Background: an optimization exercise with open tools, aiming at small area. Do not read the settings as production practice.
The RTL was checked by simulation tests, not by an equivalence proof against the original design.
Power and IR drop assume default switching activity.

**flow/config.mk**
```make
export PLATFORM = sky130hd
export DESIGN_NAME = top_rx_surf
export DESIGN_NICKNAME = top_rx_surf
export VERILOG_FILES = /design/flow/design.v
export SDC_FILE = /design/flow/constraint.sdc
export NUM_CORES = 4
export LEC_CHECK = 0
export CAP_MARGIN = 20
export CORE_MARGIN = 2
export CORE_UTILIZATION = 40
export CTS_BUF_LIST = sky130_fd_sc_hd__clkbuf_4
export CTS_CLUSTER_DIAMETER = 100
export CTS_CLUSTER_SIZE = 30
export SLEW_MARGIN = 20
```
**flow/design.v**
```verilog
module uart_bps_1 #(
    parameter [12:0] CLR   = 13'b1011101110110,
    parameter [12:0] M_MID = 13'b0111101111101,
    parameter [12:0] V_MID = 13'b0000001011000,
    parameter [12:0] M_END = 13'b1111011110110,
    parameter [12:0] V_END = 13'b1111010000010,
    parameter        NBIT  = 0
) (
    input         clk,
    input         cnt_start,
    output        bps_sig,
    output        cnt_n
);
    reg [12:0] s;
    wire wrap = (s & M_END) == V_END;
    always @(posedge clk)
        if (!cnt_start || wrap) s <= CLR;
        else                    s <= {s[11:0], ~(s[12] ^ s[4] ^ s[1] ^ s[0])};
    assign bps_sig = (s & M_MID) == V_MID;
    assign cnt_n = s[NBIT];
endmodule
module uart_receive_1 (
    input            clk,
    input            rst_n,
    input            clk_bps,
    input            data_rx,
    output reg       rx_int,
    output reg [7:0] data_tx,    
    output reg       shift       
);
    reg [1:0] rx;
    always @(posedge clk or negedge rst_n)
        if (!rst_n) rx <= 2'b11;
        else        rx <= {rx[0], data_rx};
    wire nege_edge = rx[1] & ~rx[0];
    localparam [3:0] BN_CLR = 4'b1110;
    localparam [3:0] BN_M9  = 4'b1001, BN_V9  = 4'b1001;
    localparam [3:0] BN_M10 = 4'b0011, BN_V10 = 4'b0011;
    reg [3:0] num;
    wire num9  = (num & BN_M9)  == BN_V9;
    wire num10 = (num & BN_M10) == BN_V10;
    always @(posedge clk or negedge rst_n)
        if (!rst_n)         rx_int <= 1'b0;
        else if (nege_edge) rx_int <= 1'b1;
        else if (num10)     rx_int <= 1'b0;
    always @(posedge clk)
        if (!rx_int)      num <= BN_CLR;
        else if (clk_bps) num <= {num[2:0], ~(num[3] ^ num[0])};
        else if (num10)   num <= BN_CLR;
    always @(*) shift = clk_bps & ~num9;
    always @(posedge clk)
        if (shift) data_tx <= {data_rx, data_tx[7:1]};
endmodule
module surf_internet_rx (
    input             clk,
    input             rst_n,
    input      [7:0]  data_rx,      
    input             shift,        
    input             rx_int,
    input             cnt_b1,
    output            flag_en_1,
    output reg [7:0]  addr_daohang_data,
    output     [12:0] data_rx_end_internet
);
    localparam [6:0] CT_CLR = 7'b1101100;
    localparam [6:0] CT_M0  = 7'b1101100, CT_V0  = 7'b1101100;
    localparam [6:0] CT_M85 = 7'b0110011, CT_V85 = 7'b0110011;
    localparam [7:0] K1_CLR = 8'b01000100;
    localparam [7:0] K1_V0  = 8'b01000100;
    localparam [7:0] K1_M85 = 8'b00011011, K1_V85 = 8'b00011000;
    localparam [5:0] NM_CLR = 6'b000000;
    localparam [5:0] NM_V1  = 6'b000001, NM_V2 = 6'b000010;
    localparam [5:0] NM_V3  = 6'b000101, NM_V4 = 6'b001010;
    localparam [5:0] C1_CLR = 6'b000000;
    localparam [5:0] C1_M50 = 6'b100111, C1_V50 = 6'b100111;
    localparam [5:0] C1_M51 = 6'b001111, C1_V51 = 6'b001111;
    localparam [3:0] TM_CLR = 4'b0000, TM_S1 = 4'b0001;
    localparam [3:0] TM_M7  = 4'b0011, TM_V7 = 4'b0011;
    localparam [3:0] TM_M8  = 4'b0110, TM_V8 = 4'b0110;
    function [5:0] nm_step(input [5:0] v);
        nm_step = {v[4:0], ~(v[5] ^ v[0]) ^ (&v[4:0])};
    endfunction
    reg nege, nege1, valid;
    always @(posedge clk or negedge rst_n)
        if (!rst_n) nege <= 1'b0;
        else        nege <= ~rx_int & cnt_b1;
    always @(posedge clk) nege1 <= nege;
    always @(posedge clk or negedge rst_n)
        if (!rst_n)     valid <= 1'b0;
        else if (nege)  valid <= 1'b1;
        else if (shift) valid <= 1'b0;
    wire b_digit = (data_rx[7:4] == 4'h3) && (data_rx[3:0] <= 4'h9);
    wire b_comma = (data_rx == 8'h2c);
    reg [3:0] s1, s2;
    reg       m1, m2;
    reg [7:0] ch1, ch2;
    always @(*) begin
        case (s1)
            4'd1: ch1 = 8'h69;   
            4'd2: ch1 = 8'h73;   
            4'd3: ch1 = 8'h74;   
            4'd4: ch1 = 8'h61;   
            4'd5: ch1 = 8'h6e;   
            4'd6: ch1 = 8'h63;   
            4'd7: ch1 = 8'h65;   
            4'd8: ch1 = 8'h22;   
            4'd9: ch1 = 8'h3a;   
            default: ch1 = 8'h64;   
        endcase
        case (s2)
            4'd1:  ch2 = 8'h69;   
            4'd2:  ch2 = 8'h72;   
            4'd3:  ch2 = 8'h65;   
            4'd4:  ch2 = 8'h63;   
            4'd5:  ch2 = 8'h74;   
            4'd6:  ch2 = 8'h69;   
            4'd7:  ch2 = 8'h6f;   
            4'd8:  ch2 = 8'h6e;   
            4'd9:  ch2 = 8'h22;   
            4'd10: ch2 = 8'h3a;   
            default: ch2 = 8'h64;   
        endcase
    end
    always @(posedge clk or negedge rst_n)
        if (!rst_n) begin
            m1 <= 1'b0;
            m2 <= 1'b0;
        end else if (valid) begin
            m1 <= (data_rx == ch1);
            m2 <= (data_rx == ch2);
        end
    always @(posedge clk or negedge rst_n)
        if (!rst_n) s1 <= 4'd0;
        else if (s1 == 4'd12)                   s1 <= 4'd0;
        else if ((s1 >= 4'd10) || (nege & m1))  s1 <= s1 + 1'b1;
    always @(posedge clk or negedge rst_n)
        if (!rst_n) s2 <= 4'd0;
        else if (s2 == 4'd13)                   s2 <= 4'd0;
        else if ((s2 >= 4'd11) || (nege & m2))  s2 <= s2 + 1'b1;
    wire rise  = (s1 == 4'd11);
    wire start = (s1 == 4'd12);
    wire rise_1  = (s2 == 4'd12);
    wire start_1 = (s2 == 4'd13);
    reg       timeout;
    reg [6:0] count;     
    reg [5:0] num;
    reg       pk_digit, pk_comma;
    reg [3:0] pk_nib;
    always @(posedge clk or negedge rst_n)
        if (!rst_n)              timeout <= 1'b0;
        else if (rise)           timeout <= 1'b1;
        else if (count85)        timeout <= 1'b0;
    wire count0  = (count & CT_M0)  == CT_V0;
    wire count85 = (count & CT_M85) == CT_V85;
    always @(posedge clk)
        if (pk_comma & nege) count <= {count[5:0], ~(count[6] ^ count[2])};
        else if (rise)       count <= CT_CLR;
    wire [5:0] num_nx = rise ? NM_CLR : nm_step(num);
    wire       num_en = rise | (timeout & (nege | start));
    always @(posedge clk or negedge rst_n)
        if (!rst_n)      num[5] <= 1'b1;
        else if (num_en) num[5] <= num_nx[5];
    always @(posedge clk)
        if (num_en)      num[4:0] <= num_nx[4:0];
    wire num2 = (num == NM_V2);
    wire num3 = (num == NM_V3);
    wire num4 = (num == NM_V4);
    always @(posedge clk or negedge rst_n)
        if (!rst_n) begin
            pk_digit <= 1'b0;
            pk_comma <= 1'b0;
        end else if (timeout & valid) begin
            pk_digit <= b_digit;
            pk_comma <= b_comma;
        end
    always @(posedge clk)
        if (timeout & valid) pk_nib <= data_rx[3:0];
    reg [3:0] n0, n1, n2;
    wire ld  = nege1 & count0 & pk_digit;
    wire ld0 = ld & num2;
    wire ld1 = ld & num3;
    wire ld2 = ld & num4;
    wire chg = (ld0 & (n0 != pk_nib)) | (ld1 & (n1 != pk_nib)) | (ld2 & (n2 != pk_nib));
    always @(posedge clk or negedge rst_n)
        if (!rst_n) begin
            n0 <= 4'd10;
            n1 <= 4'd10;
            n2 <= 4'd15;
        end else begin
            if (ld0) n0 <= pk_nib;
            if (ld1) n1 <= pk_nib;
            if (ld2) n2 <= pk_nib;
        end
    reg [3:0] tmr;
    wire tmr8 = (tmr & TM_M8) == TM_V8;
    always @(posedge clk or negedge rst_n)
        if (!rst_n)     tmr <= TM_CLR;
        else if (chg)   tmr <= TM_S1;
        else if (!tmr8) tmr <= {tmr[2:0], ~(tmr[3] ^ tmr[0])};
    wire stable = (tmr & TM_M7) != TM_V7;
    reg two;
    always @(posedge clk) two <= pk_comma & num3;
    wire [3:0] d0 = {n0[3] & ~n0[1], n0[2], n0[1] & ~n0[3], n0[0]};
    wire [3:0] d1 = {n1[3] & ~n1[1], n1[2], n1[1] & ~n1[3], n1[0]};
    wire [6:0] x  = d0 * 4'd10 + d1;
    wire [8:0] distance = two ? {2'b00, x} : (x * 4'd10 + n2);
    wire flag = stable && (distance >= 9'd18) && (distance <= 9'd227) && num3;
    wire [7:0] d = (distance[7:0] > 8'd200) ? distance[7:0] + 8'd5 : distance[7:0];
    reg       timeout_1;
    reg [7:0] count_1;
    reg [5:0] num_1;
    reg       pk1_comma;
    reg [3:0] direction;
    reg [5:0] cnt_1;
    wire count_1_0  = (count_1 == K1_V0);
    wire count_1_85 = (count_1 & K1_M85) == K1_V85;
    always @(posedge clk or negedge rst_n)
        if (!rst_n)           timeout_1 <= 1'b0;
        else if (rise_1)      timeout_1 <= 1'b1;
        else if (count_1_85)  timeout_1 <= 1'b0;
    wire [7:0] count_1_nx = rise_1 & ~(pk1_comma & nege) ? K1_CLR :
        {count_1[6:0], ~(count_1[7] ^ count_1[6] ^ count_1[1] ^ count_1[0]) ^ (&count_1[6:0])};
    wire       count_1_en = (pk1_comma & nege) | rise_1;
    always @(posedge clk or negedge rst_n)
        if (!rst_n)          count_1[7] <= 1'b1;
        else if (count_1_en) count_1[7] <= count_1_nx[7];
    always @(posedge clk)
        if (count_1_en)      count_1[6:0] <= count_1_nx[6:0];
    wire [5:0] num_1_nx = rise_1 ? NM_CLR : nm_step(num_1);
    wire       num_1_en = rise_1 | (timeout_1 & (nege | start_1));
    always @(posedge clk or negedge rst_n)
        if (!rst_n)        num_1[5] <= 1'b1;
        else if (num_1_en) num_1[5] <= num_1_nx[5];
    always @(posedge clk)
        if (num_1_en)      num_1[4:0] <= num_1_nx[4:0];
    wire num_1_1 = (num_1 == NM_V1);
    wire num_1_2 = (num_1 == NM_V2);
    wire num_1_3 = (num_1 == NM_V3);
    always @(posedge clk or negedge rst_n)
        if (!rst_n)                 pk1_comma <= 1'b0;
        else if (timeout_1 & valid) pk1_comma <= b_comma;
    always @(posedge clk or negedge rst_n)
        if (!rst_n) direction <= 4'd0;
        else if (count_1_0 & nege & pk_digit)
            direction <= num_1_1 ? pk_nib : 4'd0;
    always @(posedge clk or negedge rst_n)
        if (!rst_n)                              cnt_1 <= C1_CLR;
        else if (num_1_3)                        cnt_1 <= C1_CLR;
        else if ((cnt_1 & C1_M51) == C1_V51)     cnt_1 <= cnt_1;
        else if (num_1_2)                        cnt_1 <= {cnt_1[4:0], ~(cnt_1[5] ^ cnt_1[0])};
    assign flag_en_1 = (cnt_1 & C1_M50) == C1_V50;
    always @(posedge clk or negedge rst_n)
        if (!rst_n)          addr_daohang_data <= 8'd0;
        else if (flag_en_1)  addr_daohang_data <= addr_daohang_data + 1'b1;
    reg [7:0] out_dist;
    reg [3:0] out_dir;
    always @(posedge clk or negedge rst_n)
        if (!rst_n) begin
            out_dist <= 8'd0;
            out_dir  <= 4'd0;
        end else if (flag)
            out_dist <= d;
        else if (num_1_2)
            out_dir <= direction;
    assign data_rx_end_internet = {out_dist, 1'b1, out_dir};
endmodule
module top_rx_surf(
	input 			clk,
	input 			rst_n,
	input 			data_rx,
	output			flag_en_1,
	output [7:0]	addr_daohang_data,
	output [12:0]	data_rx_end_internet
    );
	wire	[7:0]	data_tx;
	wire			rx_int, clk_bps, cnt_b1, shift;
surf_internet_rx u_surf_internet_rx (
    .clk(clk),
    .rst_n(rst_n),
    .data_rx(data_tx),
    .shift(shift),
    .rx_int(rx_int),
    .cnt_b1(cnt_b1),
	.flag_en_1(flag_en_1),
	.addr_daohang_data(addr_daohang_data),
    .data_rx_end_internet(data_rx_end_internet)
    );
uart_bps_1 u_uart_bps_1 (
    .clk(clk),
    .cnt_start(rx_int),
    .bps_sig(clk_bps),
    .cnt_n(cnt_b1)
    );
uart_receive_1 u_uart_receive_1 (
    .clk(clk),
    .rst_n(rst_n),
    .clk_bps(clk_bps),
    .data_rx(data_rx),
    .rx_int(rx_int),
    .data_tx(data_tx),
    .shift(shift)
    );
endmodule
```
**flow/standard.sh**
```bash
#!/bin/bash
# synth_recipe.tcl (not shown) runs the flow's synth.tcl, then flattens the netlist and writes it again
# the make line also repeats each setting of config.mk as NAME=value (left out here)
make -C /OpenROAD-flow-scripts/flow DESIGN_CONFIG=/design/flow/config.mk WORK_HOME=/design/flow/orfs CLKGATE_MAP_FILE= SYNTH_SCRIPT=/design/flow/synth_recipe.tcl "${@:-finish}"
```
**flow/constraint.sdc**
```tcl
create_clock -name core_clock -period 10.0 [get_ports {clk}]
set_input_delay 2.0000 -clock core_clock [delete_from_list [all_inputs] [get_ports {clk}]]
set_output_delay 2.0000 -clock core_clock [all_outputs]
set_load 0.01 [all_outputs]
```
**flow/flow/run.sh**
```bash
#!/bin/bash
# Layout flow: the standard flow (standard.sh: ORFS with the standard
# synthesis), with two changes to how the layout is made:
#  - the port buffers are the smallest buffer (buf_1) instead of the cell
#    buffer_ports picks by itself;
#  - clock tree synthesis inserts no dummy loads.
# Each tool's output is in the ORFS logs; make's output goes to flow.log.
set -euo pipefail
cd "$(dirname "$0")/.."
bash standard.sh \
  BUFFER_PORTS_ARGS="-buffer_cell sky130_fd_sc_hd__buf_1" \
  CTS_ARGS="-sink_clustering_enable -repair_clock_nets -sink_clustering_size 30 -sink_clustering_max_diameter 100 -buf_list sky130_fd_sc_hd__clkbuf_4 -dont_use_dummy_load" \
  finish > flow.log 2>&1
```
==> impl_metrics.tcl, run 1 <==
set metrics [dict create \
    route.detailed.drc 0 \
    diodes 0 \
    fin_skew_ns 0.03068 \
    setup-tns-final_ns 0 \
    clock_path_buffers 2 \
    drt-total-wl_um 12100 \
    dieHeight_um 131.6 \
    gp_congestion 0.8728 \
    coreArea_mm2 0.01589 \
    yosysMostFrequentCell "nand2_1" \
    critPathKind "reg -> reg" \
    synthFlopType "dfrtp_1" \
    hp-start "u_uart_receive_1.rx[0]" \
    ys_warn_count 3 \
    drv_slew 0 \
    synth_cell_types 59 \
    cts_hold_buf 0 \
    r2r_setup_slack_ns 5.02 \
    yosysTopAreaCellShare_pct 21.51 \
    grt_max_degree 70 \
    timing.rr.end "u_surf_internet_rx.out_dist[4]" \
    p_leak_uw 0.002979 \
    arrival_ns 5.34 \
    io_pins 25 \
    grt_pass1_vias 4386 \
    period_needed_ns 4.975 \
    synthTopCellsByArea "dfrtp_1 (22%), edfxtp_1 (17%), ha_1 (6.5%)" \
    grtUsageTotal_pct 14.85 \
    crit_path_start_kind "register" \
    worstHoldPathCells 0 \
    grt_setup_unrepaired "false" \
    status "no timing/DRC/antenna violations" \
    clk_pin_slew_worst_paths_ns 0.10 \
    nNetsFinal 676 \
    dieArea_mm2 0.01732 \
    r2r.worst_path.cells 15 \
    seq_area_frac_synth_pct 49.18 \
    cts_root_buf "clkbuf_4" \
    clock_sinks 124 \
    cp_max_fo 8 \
    synthTopCellsByCount "nand2_1 (64), dfrtp_1 (56), nor2_1 (38)" \
    antenna_found_initial 0 \
    hold_ws_ns 0.3702 \
    grt_pass1_wl_um 20960 \
    r2r_start "u_surf_internet_rx.n0[3]" \
    netlist_area_mm2 0.006515 \
    first_pass_iters 4 \
    via_count 4438 \
    post_cts.repair.setup_buffers 0 \
    ir_drop_v 0.00007902 \
    dp.cells 832 \
    required_ns 10.37 \
    synthCells 606 \
    numCtsBuffers 17 \
    area_growth_pct 6.664 \
    die_w_um 131.6 \
    max_cap_violations 0 \
    synth_top_area_cell "dfrtp_1" \
    critPathCaptureType "register" \
    avgSynthCellArea_um2 10.75 \
    grt.busiest_layer "met2" \
    synth_seq_cells 124 \
    syn_nets 647 \
    viasPerCell 5.227 \
    gr-total-overflow 0 \
    cts_tree "yes" \
    wl_per_cell_um 14.25 \
    drt_iter0_drc 235 \
    clkLatencyLatePin_ns 0.51 \
    hold_path.class "reg -> reg" \
    setup_viol 0 \
    p_per_area_mw_per_mm2 123.3 \
    max_freq_mhz 201.0 \
    cts_resized 0 \
    met2_usage_pct 23.44 \
    grt_util_met3_pct 4.090 \
    grt_use_met1_pct 19.49 \
    initial_core_util_pct 41.01 \
    hold_violations 0 \
    rows 46 \
    htreeDepth 4 \
    worst_slew_pin_slew_ns 0.9213 \
    async_flop_share_pct 55.65 \
    synth_edf_count 36 \
    fin_cells 849 \
    port_buffers 23 \
    hold_end "u_uart_receive_1.rx[1]" \
    power_uw 857.0 \
    maxSlewHeadroom_pct 37.78 \
    period_share_pct 49.75 \
    ant_nets 0 \
    dp_hpwl_um 8879 \
    drive_gt1_share_pct 11.22 \
]
==> per-layer routing <==
layer | vias up | routed length, um
met4 | 0 | 155
li1 | 2183 | -
met1 | 2161 | 5832
met2 | 80 | 5716
met5 | - | 0
met3 | 14 | 392
==> worst max-delay path by stage <==
stage | slack, ns | cells past startpoint | startpoint | end
4_1_cts | 5.09 | 15 | u_surf_internet_rx.n0[3] | u_surf_internet_rx.out_dist[4]
2_1_floorplan | 5.65 | 16 | u_surf_internet_rx.n0[3] | u_surf_internet_rx.out_dist[0]
3_5_place_dp | 5.10 | 15 | u_surf_internet_rx.n0[3] | u_surf_internet_rx.out_dist[4]
3_3_place_gp | 5.34 | 15 | u_surf_internet_rx.n0[3] | u_surf_internet_rx.out_dist[7]
6_report | 5.02 | 15 | u_surf_internet_rx.n0[3] | u_surf_internet_rx.out_dist[4]
5_1_grt | 4.75 | 15 | u_surf_internet_rx.n0[3] | u_surf_internet_rx.out_dist[1]
==> layout make-up <==
| type | count | area, um2 |
|---|---|---|
| Clock buffer | 17 | 127.6 |
| Tap cell | 216 | 270.3 |
| Multi-Input combinational cell | 439 | 3143 |
| Sequential cell | 124 | 3204 |
| Fill cell | 1537 | 8936 |
| Timing Repair Buffer | 24 | 95.09 |
| Inverter | 29 | 108.9 |
==> through the flow <==
step | util (%) | area, um2 | worst slack (ns)
2_1_floorplan | - | 6515 | 5.652
3_3_place_gp | 42.90 | 6815 | 5.341
3_5_place_dp | 42.90 | 6815 | 5.101
4_1_cts | 43.71 | 6943 | 5.093
5_1_grt | 43.75 | 6949 | 4.755
6_report | 43.75 | 6949 | 5.025
==> logic make-up after synthesis <==
group           synth area share (%)
compound gates                 8.085
xor+xnor                       8.220
fa+ha+maj                      7.759
buf+inv                        2.669
flops                          49.18
mux                            5.858
other cells                  0.05756
simple gates                   18.17
==> sequential cells by signal, summed over array words and instances, names as in the netlist, 6 cells and up <==
signal / flops
u_surf_internet_rx.count_1: 8
u_surf_internet_rx.addr_daohang_data: 8
u_surf_internet_rx.cnt_1: 6
u_surf_internet_rx.num_1: 6
u_surf_internet_rx.count: 7
u_surf_internet_rx.num: 6
u_uart_bps_1.s: 13
u_uart_receive_1.data_tx: 8
u_surf_internet_rx.out_dist: 8
==> critical path, cell delays in order (launching register included) <==
cell and delay (ns):
dfstp_2 0.56, inv_1 0.06, ha_1 0.22, ha_1 0.28
a211oi_1 0.47, nor2_1 0.12, xor2_1 0.18, ha_1 0.36
fa_1 0.64, nand2_1 0.08, nor3_1 0.26, nor4b_1 0.33
xor2_1 0.16, a221oi_2 0.33, and3_1 0.42, mux2_2 0.38
==> layout by cell type, fill, tap and decap left out, types with 19 or more instances in the layout <==
cell	count
edfxtp_1	36
xor2_1	21
xnor2_1	35
ha_1	34
inv_1	29
o21ai_0	27
nor2_1	38
dfxtp_1	19
dfrtp_1	56
and2_1	19
nand2_1	64
buf_1	22
mux2_2	25
==> report_power, final <==
part           total (uW)  internal (uW)  switching [uW]
sequential            579            552            26.4
combinational        54.3           31.2            23.1
clock                 224           77.6             146
total                 857            661             196
==> run 2: changes to the inputs <==
==> flow/run.sh (new file) <==
#!/bin/bash
# synth_recipe.tcl (not shown) runs the flow's synth.tcl, then flattens the netlist and writes it again
# the make line also repeats each setting of config.mk as NAME=value (left out here)
make -C /OpenROAD-flow-scripts/flow DESIGN_CONFIG=/design/flow/config.mk WORK_HOME=/design/flow/orfs CLKGATE_MAP_FILE= SYNTH_SCRIPT=/design/flow/synth_recipe.tcl finish
removed: flow/flow/run.sh
removed: flow/standard.sh
==> run 2 against run 1 <==
Largest power group unchanged. Still clean on timing, DRC and antenna. Sequential power hardly changed. Critical endpoint is now u_surf_internet_rx.out_dist[2]. Synthesized area unchanged. Wire length rose by 2.7%.
==> impl_metrics.tcl, run 2 <==
set metrics [dict create \
    status "no timing/DRC/antenna violations" \
    crit_path_start_kind "register" \
    port_buffers 23 \
    grt_setup_unrepaired "false" \
    clkLatencyLatePin_ns 0.54 \
    critPathTopFamily "adder cells" \
    ant_nets 0 \
    routed.top_layer "met4" \
    clk_pin_slew_worst_paths_ns 0.12 \
    cts_resized 0 \
    setup-tns-final_ns 0 \
    final_cell_mix "nand2_1 (64), dfrtp_1 (56), nor2_1 (38), edfxtp_1 (36), xnor2_1 (35)" \
    gr-total-overflow 0 \
    maxSlewHeadroom_pct 39.77 \
    coreArea_mm2 0.01589 \
    via_count 4436 \
    syn_nets 647 \
    first_pass_iters 4 \
    placed_cell_area_mm2 0.006953 \
    post-route-util_pct 45.52 \
    largest_register "u_uart_bps_1.s" \
    dp_hpwl_um 9111 \
    pwr-share-clk_pct 34.4 \
    viasPerCell 5.128 \
    worst_slew_pin_slew_ns 0.9034 \
    clock_sinks 124 \
    final_common_cell "nand2_1" \
    synthFlopType "dfrtp_1" \
    p_int_uw 711.9 \
    drv_slew 0 \
    synthTopCellsByArea "dfrtp_1 (22%), edfxtp_1 (17%), ha_1 (6.5%)" \
    synthTopCellsByCount "nand2_1 (64), dfrtp_1 (56), nor2_1 (38)" \
    dieHeight_um 131.6 \
    fin_skew_ns 0.01908 \
    n_fill_cell 1543 \
    hold_ws_ns 0.3738 \
    swShare_pct 26.53 \
    numCtsBuffers 17 \
    route.detailed.drc 0 \
    hold_path.class "reg -> reg" \
    htreeDepth 4 \
    cts_tree "yes" \
    avgSynthCellArea_um2 10.75 \
    dieArea_mm2 0.01732 \
    worstPathBufferInverterCount 1 \
    wl_per_cell_um 14.36 \
    dr_wl_met3_um 434 \
    io_pins 25 \
    nNetsFinal 676 \
    yosysMostFrequentCell "nand2_1" \
    antenna_found_initial 1 \
    dr_wl_met2_um 5943 \
    setup_viol 0 \
    cts_root_buf "clkbuf_4" \
    clock_path_buffers 2 \
    hold_violations 0 \
    grt_pass1_wl_um 21510 \
    ys_warn_count 3 \
    power_switching_uw 257.0 \
    max_freq_mhz 203.0 \
    drt_iter0_drc 272 \
    post_cts.repair.setup_buffers 0 \
    critPathMostFrequentCell "ha_1" \
    p_per_area_mw_per_mm2 134.0 \
    period_needed_ns 4.926 \
    die_w_um 131.6 \
    critPathKind "reg -> reg" \
    drive_gt1_share_pct 13.27 \
    critPathSlowestCell "fa_1" \
    drt-total-wl_um 12420 \
    async_flop_share_pct 55.65 \
    grt_pass1_vias 4477 \
    synthCells 606 \
    area_growth_pct 10.99 \
    rows 46 \
    met1_length_um 5851 \
    max_cap_violations 0 \
    cp_max_fo 8 \
    gp_congestion 0.8538 \
    grtUsageTotal_pct 15.30 \
    synth_seq_cells 124 \
    synth_edf_count 36 \
    required_ns 10.42 \
    netlist_area_mm2 0.006515 \
    synth_top_area_cell "dfrtp_1" \
    critPathCaptureType "register" \
    largest_reg_flops 13 \
    finalInstanceArea_mm2 0.007231 \
    synth_cell_types 59 \
    power.share.combinational_pct 5.7 \
    cts_hold_buf 0 \
    arrival_ns 5.35 \
    ir_drop_v 0.00009466 \
    seq_area_frac_synth_pct 49.18 \
    seqPwrFrac_pct 59.9 \
    grt_max_degree 70 \
    cp_slowest_stage_delay_ns 0.63 \
    cp_cell_sequence "inv_1 > ha_1 > ha_1 > a211oi_1 > nor2_1 > xor2_1 > ha_1 > fa_1 > nand2_1 > nor3_1 > nor4b_1 > xor2_1 > a221oi_2 > and3_1 > mux2_2" \
    period_share_pct 49.26 \
    yosysTopAreaCellShare_pct 21.51 \
    initial_core_util_pct 41.01 \
    p_leak_uw 0.003105 \
]
## run 2: cell counts after synthesis
Identical to the previous run, type by type.
## run 2: cell type report
class | instances | area, um2 | share of cell area [%]
diodes | 1 | 2.502 | 0.03461
clock buffers | 17 | 127.6 | 1.765
clock inverters | 15 | 133.9 | 1.852
inverters | 29 | 108.9 | 1.505
multi-input cells | 439 | 3151 | 43.57
flip-flops and latches | 124 | 3204 | 44.32
well taps | 216 | 270.3 | 3.738
repair buffers | 24 | 232.7 | 3.219
## run 2: worst reg2reg max path, delay by kind of cell (launching register included)
kind	cells	cell delay [ns]
AOI/OAI and AO/OA	2	0.76
adders and majority gates	4	1.50
xor gates and xnor gates	2	0.32
DFF	1	0.57
and+or+nand+nor	5	1.21
buffers and inverters	1	0.06
muxes	1	0.38
## run 2: stage by stage
step | setup WS, ns | cells | power (uW)
after detailed placement | 5.114 | 832 | 645.0
after global placement | 5.346 | 832 | 643.1
after global routing | 4.827 | 865 | 1017
final | 5.074 | 865 | 968.9
after floorplan | 5.652 | 606 | 624.3
after CTS | 5.093 | 864 | 981.7
## run 2: layer usage
| layer | track usage (%) | up-vias |
|---|---|---|
| met5 | 0 | - |
| met4 | 5.254 | 0 |
| met3 | 3.781 | 18 |
| met2 | 25.33 | 81 |
| met1 | 19.56 | 2137 |
| li1 | - | 2200 |
## run 2: path summary, 6_finish.rpt
check / end / startpoint / depth (start not counted) / slack [ns]
hold / removal: u_uart_receive_1.rx[1] / u_uart_receive_1.rx[0] / 0 / 0.37
max in group asynchronous: u_surf_internet_rx.direction[1] / rst_n / 2 / 7.75
setup / recovery: u_surf_internet_rx.out_dist[2] / u_surf_internet_rx.n0[3] / 15 / 5.07
setup reg to reg: u_surf_internet_rx.out_dist[2] / u_surf_internet_rx.n0[3] / 15 / 5.07
min in group asynchronous: u_surf_internet_rx.tmr[2] / rst_n / 2 / 1.68
hold reg to reg: u_uart_receive_1.rx[1] / u_uart_receive_1.rx[0] / 0 / 0.37
## run 2: cell families after synthesis
logic type / Yosys count / share of synthesized area [%]
AO/OA/AOI/OAI: 81 / 8.085
XOR/XNOR: 58 / 8.220
adder cells (fa/ha/maj): 38 / 7.759
buffers and inverters: 43 / 2.669
flip-flops: 124 / 49.18
multiplexers: 35 / 5.858
other: 1 / 0.05756
AND/OR/NAND/NOR: 226 / 18.17
## run 2: power groups by stage
stage	clock network (uW)	logic [uW]	registers, uW
2_1_floorplan	0	44.3	580
5_1_grt	369	63.1	585
6_report	334	55.3	580
3_3_place_gp	0	53.9	589
4_1_cts	346	56.0	580
3_5_place_dp	0	55.4	590
==> run 3: changes to the inputs <==
--- a/flow/design.v
+++ b/flow/design.v
@@ -74,9 +74,6 @@
     localparam [5:0] C1_CLR = 6'b000000;
     localparam [5:0] C1_M50 = 6'b100111, C1_V50 = 6'b100111;
     localparam [5:0] C1_M51 = 6'b001111, C1_V51 = 6'b001111;
-    localparam [3:0] TM_CLR = 4'b0000, TM_S1 = 4'b0001;
-    localparam [3:0] TM_M7  = 4'b0011, TM_V7 = 4'b0011;
-    localparam [3:0] TM_M8  = 4'b0110, TM_V8 = 4'b0110;
     function [5:0] nm_step(input [5:0] v);
         nm_step = {v[4:0], ~(v[5] ^ v[0]) ^ (&v[4:0])};
     endfunction
@@ -180,10 +177,10 @@
     wire ld0 = ld & num2;
     wire ld1 = ld & num3;
     wire ld2 = ld & num4;
-    wire chg = (ld0 & (n0 != pk_nib)) | (ld1 & (n1 != pk_nib)) | (ld2 & (n2 != pk_nib));
-    always @(posedge clk or negedge rst_n)
-        if (!rst_n) begin
-            n0 <= 4'd10;
+    wire chg = ld1 & (n1 != pk_nib);
+    always @(posedge clk or negedge rst_n)
+        if (!rst_n) begin
+            n0 <= 4'd0;
             n1 <= 4'd10;
             n2 <= 4'd15;
         end else begin
@@ -191,16 +188,14 @@
             if (ld1) n1 <= pk_nib;
             if (ld2) n2 <= pk_nib;
         end
-    reg [3:0] tmr;
-    wire tmr8 = (tmr & TM_M8) == TM_V8;
-    always @(posedge clk or negedge rst_n)
-        if (!rst_n)     tmr <= TM_CLR;
-        else if (chg)   tmr <= TM_S1;
-        else if (!tmr8) tmr <= {tmr[2:0], ~(tmr[3] ^ tmr[0])};
-    wire stable = (tmr & TM_M7) != TM_V7;
+    reg [2:0] tmr;
+    always @(posedge clk)
+        if (chg)              tmr <= 3'd1;
+        else if (tmr != 3'd0) tmr <= tmr + 1'b1;
+    wire stable = (tmr != 3'd7);
     reg two;
     always @(posedge clk) two <= pk_comma & num3;
-    wire [3:0] d0 = {n0[3] & ~n0[1], n0[2], n0[1] & ~n0[3], n0[0]};
+    wire [3:0] d0 = n0;
     wire [3:0] d1 = {n1[3] & ~n1[1], n1[2], n1[1] & ~n1[3], n1[0]};
     wire [6:0] x  = d0 * 4'd10 + d1;
     wire [8:0] distance = two ? {2'b00, x} : (x * 4'd10 + n2);
@@ -218,14 +213,9 @@
         if (!rst_n)           timeout_1 <= 1'b0;
         else if (rise_1)      timeout_1 <= 1'b1;
         else if (count_1_85)  timeout_1 <= 1'b0;
-    wire [7:0] count_1_nx = rise_1 & ~(pk1_comma & nege) ? K1_CLR :
-        {count_1[6:0], ~(count_1[7] ^ count_1[6] ^ count_1[1] ^ count_1[0]) ^ (&count_1[6:0])};
-    wire       count_1_en = (pk1_comma & nege) | rise_1;
-    always @(posedge clk or negedge rst_n)
-        if (!rst_n)          count_1[7] <= 1'b1;
-        else if (count_1_en) count_1[7] <= count_1_nx[7];
-    always @(posedge clk)
-        if (count_1_en)      count_1[6:0] <= count_1_nx[6:0];
+    always @(posedge clk)
+        if (pk1_comma & nege) count_1 <= {count_1[6:0], ~(count_1[7] ^ count_1[6] ^ count_1[1] ^ count_1[0]) ^ (&count_1[6:0])};
+        else if (rise_1)      count_1 <= K1_CLR;
     wire [5:0] num_1_nx = rise_1 ? NM_CLR : nm_step(num_1);
     wire       num_1_en = rise_1 | (timeout_1 & (nege | start_1));
     always @(posedge clk or negedge rst_n)
==> run 3 against run 2 <==
Via count fell by 3.8%. Total power decreased by 3.6%. Die area is 2.5% lower. Global-route usage shrank 0.67 points. Clock-buffer cell count is the same. Utilization decreased by 0.57 points. Critical path type unchanged. Critical endpoint is now u_surf_internet_rx.out_dir[0].
==> impl_metrics.tcl, run 3 <==
set metrics [dict create \
    gp_congestion 0.8211 \
    drt-total-wl_um 11570 \
    clock_path_buffers 2 \
    critPathKind "reg -> reg" \
    period_share_pct 44.77 \
    netlist_area_mm2 0.006350 \
    synth-simple-area-share_pct 17.22 \
    grt_pass1_vias 4021 \
    first_pass_iters 5 \
    yosysMostFrequentCell "dfrtp_1" \
    final_cell_mix "dfrtp_1 (54), nand2_1 (46), nor2_1 (44), edfxtp_1 (37), ha_1 (36)" \
    clk_pin_slew_worst_paths_ns 0.12 \
    cp_max_fo 4 \
    route.detailed.drc 0 \
    synth_cell_types 62 \
    drive_gt1_share_pct 15.02 \
    grt_max_degree 65 \
    synth-xor-area-share_pct 6.640 \
    fin_skew_ns 0.02170 \
    dieHeight_um 130.0 \
    synthMuxAreaShare_pct 7.468 \
    wl_per_cell_um 13.85 \
    final_common_cell "dfrtp_1" \
    ant_nets 0 \
    syn_nets 615 \
    synthTopCellsByCount "dfrtp_1 (54), nand2_1 (46), nor2_1 (44)" \
    crit_path_start_kind "register" \
    p_leak_uw 0.003074 \
    worst_slew_pin_slew_ns 0.8141 \
    synth_compound_area_share_pct 7.980 \
    gr-total-overflow 0 \
    post_cts.repair.setup_buffers 0 \
    synthTopCellsByArea "dfrtp_1 (21%), edfxtp_1 (17%), ha_1 (7.1%)" \
    p_per_area_mw_per_mm2 132.2 \
    largest_reg_flops 13 \
    synth_top_family_by_area "simple AND/OR/NAND/NOR gates" \
    port_buffers 23 \
    initial_core_util_pct 40.41 \
    power_uw 933.6 \
    io_pins 25 \
    avgSynthCellArea_um2 11.10 \
    post-route-util_pct 44.94 \
    antenna_found_initial 0 \
    die_w_um 130.0 \
    clkLatencyLatePin_ns 0.52 \
    ys_warn_count 3 \
    synth_top_area_cell "dfrtp_1" \
    largest_register "u_uart_bps_1.s" \
    via_count 4267 \
    critPathCaptureType "register" \
    cts_root_buf "clkbuf_4" \
    drt_iter0_drc 194 \
    period_needed_ns 4.477 \
    viasPerCell 5.110 \
    required_ns 10.41 \
    grt_pass1_wl_um 19580 \
    fin_cells 835 \
    max_freq_mhz 223.4 \
    drv_slew 0 \
    ir_drop_v 0.0001805 \
    dp_hpwl_um 8431 \
    critPathMostFrequentCell "ha_1" \
    yosysTopAreaCellShare_pct 21.28 \
    synthFlopType "dfrtp_1" \
    maxSlewHeadroom_pct 45.72 \
    area_growth_pct 11.21 \
    setup_viol 0 \
    async_flop_share_pct 52.03 \
    critPathSlowestCell "dfstp_2" \
    clock_sinks 123 \
    synth_fa_ha_area_share_pct 8.355 \
    cts_hold_buf 0 \
    cts_tree "yes" \
    diodes 0 \
    nNetsFinal 649 \
    dp.cells 803 \
    cp_slowest_stage_delay_ns 0.57 \
    grtUsageTotal_pct 14.63 \
    arrival_ns 4.88 \
    seq_area_frac_synth_pct 49.85 \
    setup-tns-final_ns 0 \
    grt_setup_unrepaired "false" \
    hold_violations 0 \
    htreeDepth 4 \
    synthCells 572 \
    status "no timing/DRC/antenna violations" \
    numCtsBuffers 17 \
    hold_path.class "reg -> reg" \
    synth_edf_count 37 \
    cts_resized 0 \
    dieArea_mm2 0.01690 \
    coreArea_mm2 0.01571 \
    cp_cell_sequence "nor2b_1 > ha_1 > fa_1 > xor2_1 > ha_1 > ha_1 > fa_1 > xnor2_1 > a211oi_1 > xnor3_1 > nor3_1 > a311oi_2 > a21oi_2 > mux2_1" \
    max_cap_violations 0 \
    synth_seq_cells 123 \
    rows 46 \
]
run 3: cell count changes after synthesis, moves of 4 or more:
cell / before / now
xnor2_1: 35 / 24
nand2_1: 64 / 46
mux2_1: 0 / 4
nand2b_1: 14 / 8
nor2_1: 38 / 44
a21oi_1: 18 / 8
and2_1: 19 / 14
run 3: final cells by class:
class	instances	area [um2]
multi-input combinational	409	3038
inverter	31	116.4
fill	1483	8651
timing repair buffer	24	232.7
tap	216	270.3
clock buffer	17	127.6
sequential	123	3166
clock inverter	15	111.4
run 3: critical path: cells and delay by family, from the launching register on:
kind / cells / cell delay (ns)
AOI/OAI and AO/OA: 3 / 0.72
xor gates and xnor gates: 3 / 0.81
adders and majority gates: 5 / 1.57
DFF: 1 / 0.57
muxes: 1 / 0.35
and+or+nand+nor: 2 / 0.36
run 3: power by group:
group,leakage (uW),total (uW),switching (uW),internal [uW]
sequential,0.00133,575,26.4,549
combinational,0.00160,55.6,23.8,31.7
clock,0.000140,303,201,102
total,0.00307,934,251,682
run 3: kinds of logic after synthesis:
logic type | count (synthesis)
mux | 43
fa+ha+maj | 40
other cells | 1
buf+inv | 40
flops | 123
xor+xnor | 45
compound gates | 73
simple gates | 207
run 3: worst paths after layout:
check                                         start                             end  slack (ns)  cells past startpoint
setup / recovery           u_surf_internet_rx.n1[3]   u_surf_internet_rx.out_dir[0]        5.52                     14
hold / removal               u_uart_receive_1.rx[0]          u_uart_receive_1.rx[1]        0.38                      0
setup reg to reg           u_surf_internet_rx.n1[3]   u_surf_internet_rx.out_dir[0]        5.52                     14
hold reg to reg              u_uart_receive_1.rx[0]          u_uart_receive_1.rx[1]        0.38                      0
max in group asynchronous                     rst_n        u_surf_internet_rx.n0[3]        7.82                      2
min in group asynchronous                     rst_n  u_surf_internet_rx.out_dist[3]        1.63                      2
run 3: through the flow:
stage | worst slack (ns) | hold WS (ns) | cell area [um2]
after floorplan | 5.885 | 0.3517 | 6350
after global placement | 5.643 | 0.3571 | 6815
after detailed placement | 5.537 | 0.3626 | 6815
after CTS | 5.531 | 0.3787 | 7054
after global routing | 5.255 | 0.3847 | 7062
final | 5.523 | 0.3768 | 7062
run 3: metal layers:
metal,track usage (%),vias to the layer above,wire (um)
li1,-,2119,-
met1,19.28,2088,5623
met2,23.25,47,5483
met3,4.100,13,306
met4,5.123,0,151
met5,0,-,0
==> run 4: changes to the inputs <==
==> flow/flow/run.sh (new file) <==
#!/bin/bash
# Layout flow: the standard flow (standard.sh: ORFS with the standard
# synthesis), with two changes to how the layout is made:
#  - the port buffers are the smallest buffer (buf_1) instead of the cell
#    buffer_ports picks by itself;
#  - clock tree synthesis inserts no dummy loads.
# Each tool's output is in the ORFS logs; make's output goes to flow.log.
set -euo pipefail
cd "$(dirname "$0")/.."
bash standard.sh \
  BUFFER_PORTS_ARGS="-buffer_cell sky130_fd_sc_hd__buf_1" \
  CTS_ARGS="-sink_clustering_enable -repair_clock_nets -sink_clustering_size 30 -sink_clustering_max_diameter 100 -buf_list sky130_fd_sc_hd__clkbuf_4 -dont_use_dummy_load" \
  finish > flow.log 2>&1
==> flow/standard.sh (new file) <==
#!/bin/bash
# synth_recipe.tcl (not shown) runs the flow's synth.tcl, then flattens the netlist and writes it again
# the make line also repeats each setting of config.mk as NAME=value (left out here)
make -C /OpenROAD-flow-scripts/flow DESIGN_CONFIG=/design/flow/config.mk WORK_HOME=/design/flow/orfs CLKGATE_MAP_FILE= SYNTH_SCRIPT=/design/flow/synth_recipe.tcl "${@:-finish}"
removed: flow/run.sh
==> run 4 against run 3 <==
Wire length shrank 1.9%. Clock-buffer cell count stayed put. Synthesized area is the same. Cell count fell by 1.8%. First-iteration DRC count is 7.2% lower. Maximum frequency hardly changed. Still clean. Sequential power is essentially flat. Total power decreased by 8.4%. Sequential share of layout area rose by 1.6 points. Clock power shrank 26%.
==> impl_metrics.tcl, run 4 <==
set metrics [dict create \
    drive_gt1_share_pct 13.08 \
    first_pass_iters 4 \
    largest_reg_flops 13 \
    swShare_pct 23.08 \
    p_leak_uw 0.002963 \
    drt_iter0_drc 180 \
    synth_cell_types 62 \
    hold_path.class "reg -> reg" \
    required_ns 10.38 \
    n_fill_cell 1500 \
    status "no timing/DRC/antenna violations" \
    final_cell_mix "dfrtp_1 (54), nand2_1 (46), nor2_1 (44), edfxtp_1 (37), ha_1 (36)" \
    final_common_cell "dfrtp_1" \
    ys_warn_count 3 \
    antenna_found_initial 0 \
    avgSynthCellArea_um2 11.10 \
    dieArea_mm2 0.01690 \
    grtUsageTotal_pct 14.64 \
    maxSlewHeadroom_pct 45.79 \
    critPathTopFamily "adder cells" \
    period_needed_ns 4.474 \
    arrival_ns 4.85 \
    grt_max_degree 65 \
    cts_root_buf "clkbuf_4" \
    grt_pass1_vias 4091 \
    syn_nets 615 \
    synth_seq_cells 123 \
    p_per_area_mw_per_mm2 125.5 \
    dp_hpwl_um 8387 \
    diodes 0 \
    power_switching_uw 197.3 \
    period_share_pct 44.74 \
    viasPerCell 5.110 \
    numCtsBuffers 17 \
    coreArea_mm2 0.01571 \
    rows 46 \
    wl_per_cell_um 13.83 \
    critPathKind "reg -> reg" \
    worst_slew_pin_slew_ns 0.8131 \
    seq_area_mm2 0.003166 \
    synthFlopType "dfrtp_1" \
    pwr-share-clk_pct 26.3 \
    synthTopCellsByArea "dfrtp_1 (21%), edfxtp_1 (17%), ha_1 (7.1%)" \
    max_cap_violations 0 \
    io_pins 25 \
    multi_input_area_mm2 0.003038 \
    cp_max_fo 4 \
    gp_congestion 0.8016 \
    synth_edf_count 37 \
    seqPwrFrac_pct 67.2 \
    power.share.combinational_pct 6.5 \
    ant_nets 0 \
    grt_setup_unrepaired "false" \
    grt_pass1_wl_um 19600 \
    clk_pin_slew_worst_paths_ns 0.10 \
    hold_violations 0 \
    synthCells 572 \
    p_int_uw 657.6 \
    critPathSlowestCell "dfstp_2" \
    max_freq_mhz 223.5 \
    seq_area_frac_synth_pct 49.85 \
    drt-total-wl_um 11340 \
    area_growth_pct 7.291 \
    ir_drop_v 0.0001235 \
    drv_slew 0 \
    die_w_um 130.0 \
    power_uw 854.9 \
    yosysMostFrequentCell "dfrtp_1" \
    via_count 4190 \
    largest_register "u_uart_bps_1.s" \
    crit_path_start_kind "register" \
    cts_hold_buf 0 \
    synthTopCellsByCount "dfrtp_1 (54), nand2_1 (46), nor2_1 (44)" \
    gr-total-overflow 0 \
    synth_top_area_cell "dfrtp_1" \
    nNetsFinal 649 \
    worstPathBufferInverterCount 0 \
    post_cts.repair.setup_buffers 0 \
    port_buffers 23 \
    netlist_area_mm2 0.006350 \
    initial_core_util_pct 40.41 \
    htreeDepth 4 \
    cts_tree "yes" \
    route.detailed.drc 0 \
    cp_cell_sequence "nor2b_1 > ha_1 > fa_1 > xor2_1 > ha_1 > ha_1 > fa_1 > xnor2_1 > a211oi_1 > xnor3_1 > nor3_1 > a311oi_2 > a21oi_2 > mux2_1" \
    dieHeight_um 130.0 \
    cts_resized 0 \
    clkLatencyLatePin_ns 0.52 \
    setup_viol 0 \
    critPathCaptureType "register" \
    clock_path_buffers 2 \
    critPathMostFrequentCell "ha_1" \
    fin_skew_ns 0.04358 \
    yosysTopAreaCellShare_pct 21.28 \
    setup-tns-final_ns 0 \
    cp_slowest_stage_delay_ns 0.56 \
    async_flop_share_pct 52.03 \
    clock_sinks 123 \
]
run 4: power by group through the flow:
stage | clock network, uW | logic [uW] | registers (uW)
4_1_cts | 239 | 55.9 | 575
3_5_place_dp | 0 | 55.3 | 585
5_1_grt | 256 | 63.1 | 580
6_report | 225 | 55.3 | 574
3_3_place_gp | 0 | 53.2 | 585
2_1_floorplan | 0 | 44.6 | 576
run 4: area by class of cell:
class                      count  area share (%)
sequential                   123           46.46
inverter                      31           1.708
tap                          216           3.967
clock buffer                  17           1.873
timing repair buffer          24           1.396
multi-input combinational    409           44.59
run 4: worst paths after layout:
path | slack [ns] | depth (start not counted) | from | end
min in group asynchronous | 1.67 | 2 | rst_n | u_surf_internet_rx.out_dist[4]
max | 5.53 | 14 | u_surf_internet_rx.n1[3] | u_surf_internet_rx.out_dir[2]
max in group asynchronous | 7.77 | 2 | rst_n | u_surf_internet_rx.n0[3]
min reg2reg | 0.34 | 0 | u_uart_receive_1.rx[0] | u_uart_receive_1.rx[1]
max reg2reg | 5.53 | 14 | u_surf_internet_rx.n1[3] | u_surf_internet_rx.out_dir[2]
min | 0.34 | 0 | u_uart_receive_1.rx[0] | u_uart_receive_1.rx[1]
run 4: cell families after synthesis:
logic type	after synthesis	synth area share [%]
other cells	1	0.05906
compound gates	73	7.980
buf+inv	40	2.424
fa+ha+maj	40	8.355
mux	43	7.468
simple gates	207	17.22
xor+xnor	45	6.640
flops	123	49.85
run 4: per-layer routing:
metal / share of wire, % / vias to the layer above / global-route usage (%)
met5: 0 / - / 0
met4: 1.6 / 0 / 5.123
met3: 2.3 / 16 / 3.731
met2: 47 / 47 / 23.41
met1: 49 / 2034 / 19.42
li1: - / 2093 / -
run 4: metrics by stage:
step / hold WS (ns) / cell area, um2 / util [%] / worst slack (ns) / std cells
finish: 0.3412 / 6813 / 43.36 / 5.526 / 820
global route: 0.3413 / 6813 / 43.36 / 5.131 / 820
CTS: 0.3396 / 6805 / 43.31 / 5.526 / 820
detailed placement: 0.3560 / 6678 / 42.50 / 5.519 / 803
global placement: 0.3576 / 6678 / 42.50 / 5.675 / 803
floorplan: 0.3517 / 6350 / - / 5.885 / 572

## re-timing with driven ports
Ports are ideal in the flow. The routed layouts listed here were re-timed in OpenROAD.
Step 1 (the two cells are an assumption about what drives the block):
set clk [get_ports {clk}]
set_driving_cell -lib_cell sky130_fd_sc_hd__clkbuf_16 $clk
set_driving_cell -lib_cell sky130_fd_sc_hd__buf_2 [delete_from_list [all_inputs] $clk]
Step 2 times the ports against the registers' clock, not the clock port: input delays grow and output delays shrink by t, the midpoint of the rising clock arrivals with the driver on.
a / b / c = ideal / step 1 / step 2; a / b = the first two.
| run | t, ns | setup slack, ns | worst setup path at the end |
|---|---|---|---|
| run 1 | 0.526 | 5.025 / 5.025 / 5.025 | register to register |
| run 2 | 0.567 | 5.074 / 5.074 / 5.074 | register to register |
| run 3 | 0.542 | 5.523 / 5.523 / 5.523 | register to register |
| run 4 | 0.523 | 5.526 / 5.526 / 5.526 | register to register |
After both steps every run listed still meets setup and hold.
